This is an optimization exercise on Yosys and OpenROAD, whose aim is small area, a short achievable clock period and few clock cycles per item, not a production implementation. In this exercise RTL edits were held to simulation tests only and were not proved equivalent to the original.

// fp_top
module fp_top
#(
    parameter fp_pkg::fp_format_e  FP_FORMAT   = fp_pkg::FP32,
    parameter fp_pkg::int_format_e INT_FORMAT  = fp_pkg::INT32,
    parameter logic        RISCV_MODE  = 1'b0
)
(
    input clk_i,
    input rst_i,
    input start_i,
    output logic ready_o,
    input [63:0] a_i,
    input [63:0] b_i,
    input [63:0] c_i,
    input fp_pkg::roundmode_e rnd_i,
    input fp_pkg::float_op_e op_i,
    input [1:0] op_modify_i,
    output logic [63:0] result_o,
    output logic valid_o,
    output fp_pkg::status_t flags_o
);
Size in the first run: about 16000 cells after synthesis, ~280 I/O pins, about 0.12 sq mm of cells after synthesis.
Settings: LEC_CHECK=0, CAP_MARGIN=20, CORE_MARGIN=2, CORE_UTILIZATION=40, SETUP_SLACK_MARGIN=5, SLEW_MARGIN=20, SYNTH_HIERARCHICAL=1, SYNTH_MINIMUM_KEEP_SIZE=200; clock period 20.0 ns.
run.sh (not shown) runs the stock make flow with config.mk's settings and CLKGATE_MAP_FILE= SYNTH_SCRIPT=/design/flow/synth_recipe.tcl, a recipe that flattens the netlist after the stock synthesis.
Testbench counts at the start, summed over its fixed seeds: cycles 35,466, ops 24,000.
Edit:
- CORE_UTILIZATION: 40 -> 48
What happened: The new run ran to the end with no violations; worst setup slack gains 0.085 ns; clock skew fell by 0.0088 ns; die area fell by 17%; maximum frequency is higher by 0.58%; via count stays flat; cell count goes down by 2.9%; core utilization goes up by 8.3 points; synthesized cell count stays the same; final area shrinks by 1.0%.

* * *

job 4031:
Another version of the RTL of fp_top (not shown whole).
Size in the first run: ~15,000 cells after synthesis, about 280 I/O pins, ~110,000 um^2 of cells after synthesis.
## fp_top
module fp_top
#(
    parameter fp_pkg::fp_format_e  FP_FORMAT   = fp_pkg::FP32,
    parameter fp_pkg::int_format_e INT_FORMAT  = fp_pkg::INT32,
    parameter logic        RISCV_MODE  = 1'b0
)
(
    input clk_i,
    input rst_i,
    input start_i,
    output logic ready_o,
    input [63:0] a_i,
    input [63:0] b_i,
    input [63:0] c_i,
    input fp_pkg::roundmode_e rnd_i,
    input fp_pkg::float_op_e op_i,
    input [1:0] op_modify_i,
    output logic [63:0] result_o,
    output logic valid_o,
    output fp_pkg::status_t flags_o
);
localparam int unsigned FP_WIDTH   = fp_pkg::fp_width(FP_FORMAT);
localparam int unsigned EXP_WIDTH  = fp_pkg::exp_bits(FP_FORMAT);
localparam int unsigned MANT_WIDTH = fp_pkg::man_bits(FP_FORMAT);
localparam int unsigned INT_WIDTH  = fp_pkg::int_width(INT_FORMAT);
function logic sign(input logic [FP_WIDTH-1:0] val);
    sign = val[FP_WIDTH-1];
endfunction
function logic [EXP_WIDTH-1:0] exp(input logic [FP_WIDTH-1:0] val);
    exp = val[FP_WIDTH-2-:EXP_WIDTH];
endfunction
function logic [MANT_WIDTH-1:0] mant(input logic [FP_WIDTH-1:0] val);
    mant = val[FP_WIDTH-2-EXP_WIDTH:0];
  ...
clock: 20.0 ns
lec_check: 0
cap_margin: 20
core_margin: 2
core_utilization: 40
setup_slack_margin: 5
slew_margin: 20
Testbench counts of job 4031, summed over its fixed seeds: cycles 38,356, ops 24,000.
For job 1763, these inputs were changed with respect to job 4031:
- swapping 5 for 1.0 in SETUP_SLACK_MARGIN
==> results.txt <==
Job 1763 completed every stage of the flow, and the final layout passed the timing, design-rule and antenna checks.
In job 1763, the routed wire length came out about 1.4% above the value in job 4031.
Going from job 4031 to job 1763, met1 wire length grows by 4.2%.
On maximum fanout along the worst path, the lower figure sits with job 4031, not job 1763.
Lower met1 capacity usage during global routing goes to job 4031 over job 1763.
A highest-delay cell along the critical path of sky130_fd_sc_hd__or4_4 is what job 1763 shows, while sky130_fd_sc_hd__a211oi_1 belongs to job 4031.
Against job 4031, job 1763 reports a final worst slack that is lower.
| met3 track demand over resource | job 4031 vs job 1763 | ≈ equal |

[afterwards: timing with drivers on the ports]
The flow's constraints put no driver on any port. The routed layouts listed below were extracted and timed again, unchanged, in two steps.
Step 1 assumes that a clkbuf_16 drives the clock port and a buf_2 every other input.
Step 2, shift: input delay + t, output delay - t, t = (earliest + latest rising clock arrival at the registers) / 2. This alone moves slack from input paths to output paths.
Three values: no drivers, after step 1, after step 2; two values: the first two.
run | shift t [ns] | slack for setup (ns) | clock arrival spread, ns | pins driven straight from the clock port
the first run of note 1 | 0.820 | 5.161 / 5.065 / 4.526 | 0.071 / 0.071 | 1
the second run of note 1 | 0.831 | 5.247 / 5.169 / 4.709 | 0.059 / 0.060 | 1
job 4031 | 0.944 | 3.916 / 3.916 / 3.916 | 0.111 / 0.112 | 1
job 1763 | 0.955 | 1.655 / 1.655 / 1.655 | 0.131 / 0.131 | 1
After both steps every run listed still meets setup and hold. The setup slack of the first run of note 1, which loses most, moves by -0.096 ns with the drivers and by -0.635 ns with both steps.
